This is an optimization exercise on Yosys and OpenROAD, whose aim is small area and a short achievable clock period, not a production implementation. At most, simulation tests tie the RTL to the original design; equivalence was not proved. Power is estimated from default activity; no workload was simulated.

## old
==> flow/design.v (excerpt) <==
module axis_Gauss_1x5 (
  input  logic       s_axis_aclk,
  input  logic       s_axis_arstn,
  input  logic [7:0] s_axis_tdata,
  input  logic       s_axis_tvalid,
  input  logic       s_axis_tlast,
  output logic [7:0] m_axis_tdata,
  output logic       m_axis_tvalid,
  output logic       m_axis_tlast
);
logic [7:0]  d1, d2, d3, d4;
logic        v1, v2, l1, l2;
logic [13:0] cnt;
logic [9:0] b;
always_ff @(posedge s_axis_aclk) begin
  d1 <= s_axis_tdata;
  d2 <= d1;
  d3 <= d2;
  d4 <= d3;
  v1 <= s_axis_tvalid;
  v2 <= v1;
  l1 <= s_axis_tlast;
  l2 <= l1;
  b <= bnext;
end
always_ff @(posedge s_axis_aclk) begin
  if (!s_axis_arstn || s_axis_tlast)
    cnt <= '0;
  else if (s_axis_tvalid)
    cnt <= cnt + 14'd1;
end
wire edge_pt = (cnt[13:1] == 13'd1);
wire [7:0] x0 = s_axis_tdata;
wire h1_s, h1_c;
gha h1 (.a(d1[0]), .b(d2[1]), .s(h1_s), .co(h1_c));
wire f2_s, f2_c;
gfa f2 (.a(d1[1]), .b(d2[2]), .c(h1_c), .s(f2_s), .co(f2_c));
  ...
Size: ~360 cells after synthesis, about 22 I/O pins.
==> flow/config.mk <==
export PLATFORM = sky130hd
export DESIGN_NAME = axis_Gauss_1x5
export DESIGN_NICKNAME = axis_Gauss_1x5
export VERILOG_FILES = /design/flow/design.v
export SDC_FILE = /design/flow/constraint.sdc
export NUM_CORES = 4
export LEC_CHECK = 0
export CAP_MARGIN = 20
export CORE_MARGIN = 2
export CORE_UTILIZATION = 40
export SETUP_SLACK_MARGIN = 4.6
export SLEW_MARGIN = 20
export SYNTH_HIERARCHICAL = 1
export SYNTH_MINIMUM_KEEP_SIZE = 0
==> flow/constraint.sdc <==
create_clock -name core_clock -period 8.0 [get_ports {s_axis_aclk}]
set_input_delay 1.6000 -clock core_clock [delete_from_list [all_inputs] [get_ports {s_axis_aclk}]]
set_output_delay 1.6000 -clock core_clock [all_outputs]
set_load 0.01 [all_outputs]
standard.sh (not shown) runs the stock make flow with config.mk's settings and CLKGATE_MAP_FILE= SYNTH_SCRIPT=/design/flow/synth_recipe.tcl, a recipe that flattens the netlist after the stock synthesis.
==> flow/flow/run.sh <==
#!/bin/bash
# Layout flow: the standard flow, with plain buffers on the ports and a clock
# tree of small buffers without dummy loads.
export BUFFER_PORTS_ARGS="-buffer_cell sky130_fd_sc_hd__buf_2"
export CTS_ARGS="-sink_clustering_enable -repair_clock_nets -dont_use_dummy_load -buf_list \"sky130_fd_sc_hd__clkbuf_4 sky130_fd_sc_hd__clkbuf_8\""
bash standard.sh > standard.log 2>&1
old went all the way through the flow, and no timing, DRC or antenna check failed.
## Diff of input files: new against old
diff --git a/flow/design.v b/flow/design.v
--- a/flow/design.v
+++ b/flow/design.v
@@ -16,27 +16,46 @@
 always_ff @(posedge s_axis_aclk) begin
   d1 <= s_axis_tdata;
   d2 <= d1;
   d3 <= d2;
   d4 <= d3;
   v1 <= s_axis_tvalid;
   v2 <= v1;
   l1 <= s_axis_tlast;
   l2 <= l1;
   b <= bnext;
 end
+wire [14:0] cc;
+wire [13:0] cs;
+wire cc_lo;
+assign cc[0] = s_axis_tvalid;
+gha cnt_ha0 (.a(cnt[0]), .b(cc[0]), .s(cs[0]), .co(cc[1]));
+gha cnt_ha1 (.a(cnt[1]), .b(cc[1]), .s(cs[1]), .co(cc[2]));
+gha cnt_ha2 (.a(cnt[2]), .b(cc[2]), .s(cs[2]), .co(cc[3]));
+gha cnt_ha3 (.a(cnt[3]), .b(cc[3]), .s(cs[3]), .co(cc[4]));
+gha cnt_ha4 (.a(cnt[4]), .b(cc[4]), .s(cs[4]), .co(cc[5]));
+gha cnt_ha5 (.a(cnt[5]), .b(cc[5]), .s(cs[5]), .co(cc[6]));
+gha cnt_ha6 (.a(cnt[6]), .b(cc[6]), .s(cs[6]), .co(cc_lo));
+gha cnt_ha7 (.a(cnt[7]), .b(cc[7]), .s(cs[7]), .co(cc[8]));
+gha cnt_ha8 (.a(cnt[8]), .b(cc[8]), .s(cs[8]), .co(cc[9]));
+gha cnt_ha9 (.a(cnt[9]), .b(cc[9]), .s(cs[9]), .co(cc[10]));
+gha cnt_ha10 (.a(cnt[10]), .b(cc[10]), .s(cs[10]), .co(cc[11]));
+gha cnt_ha11 (.a(cnt[11]), .b(cc[11]), .s(cs[11]), .co(cc[12]));
+gha cnt_ha12 (.a(cnt[12]), .b(cc[12]), .s(cs[12]), .co(cc[13]));
+gha cnt_ha13 (.a(cnt[13]), .b(cc[13]), .s(cs[13]), .co(cc[14]));
+assign cc[7] = s_axis_tvalid & (&cnt[6:0]);
 always_ff @(posedge s_axis_aclk) begin
   if (!s_axis_arstn || s_axis_tlast)
     cnt <= '0;
-  else if (s_axis_tvalid)
-    cnt <= cnt + 14'd1;
+  else
+    cnt <= cs;
 end
 wire edge_pt = (cnt[13:1] == 13'd1);
 wire [7:0] x0 = s_axis_tdata;
 wire h1_s, h1_c;
 gha h1 (.a(d1[0]), .b(d2[1]), .s(h1_s), .co(h1_c));
 wire f2_s, f2_c;
 gfa f2 (.a(d1[1]), .b(d2[2]), .c(h1_c), .s(f2_s), .co(f2_c));
 wire f3_s, f3_c;
 gfa f3 (.a(d1[2]), .b(d2[3]), .c(f2_c), .s(f3_s), .co(f3_c));
 wire f4_s, f4_c;
 gfa f4 (.a(d1[3]), .b(d2[4]), .c(x0[4]), .s(f4_s), .co(f4_c));
Findings:
- new ran to completion and came out clean on the timing, design-rule and antenna checks.
- Compared with old, in new count of vias placed by the detailed router went down about 9%; critical path depth went up by 1.
- new against old: power shows a reduction of 62 uW; power in sequential cells down about 2%; fraction of area in registers rose 0.63 points.
- Going from old to new, area of all sequential standard cells shrinks by 15 um^2.
- Fraction of the core area covered by cells at the end of the flow: new vs old down 1.1 points
- Compared with old, new shows net switching power figure that has gone down by a few percent.
- In new the final wirelength turned out 7.2% lower than in old.
Only the layout flow was run in old; the RTL was not checked for function there.

## re-timing with driven ports
How much do the figures lean on ideal ports? The routed layouts below were timed once more, with nothing changed but the port constraints. Step 1: set_driving_cell puts a clkbuf_16 on s_axis_aclk and a buf_2 on each other input, an assumption about the parent block. Step 2, shift: input delay + t, output delay - t, t = (earliest + latest rising clock arrival at the registers) / 2. This alone moves slack from input paths to output paths. a / b / c = ideal ports / drivers / drivers and shift; a / b = the first two.
run	t, ns	slack for setup (ns)	hold slack, ns	worst slew at a driven data input, ns
old	0.371	4.554 / 4.522 / 4.259	0.335 / 0.335 / 0.335	0.06
new	0.368	4.612 / 4.582 / 4.283	0.335 / 0.335 / 0.335	0.03
After both steps every run listed still meets setup and hold. The setup slack of new, which loses most, moves by -0.030 ns with the drivers and by -0.329 ns with both steps.
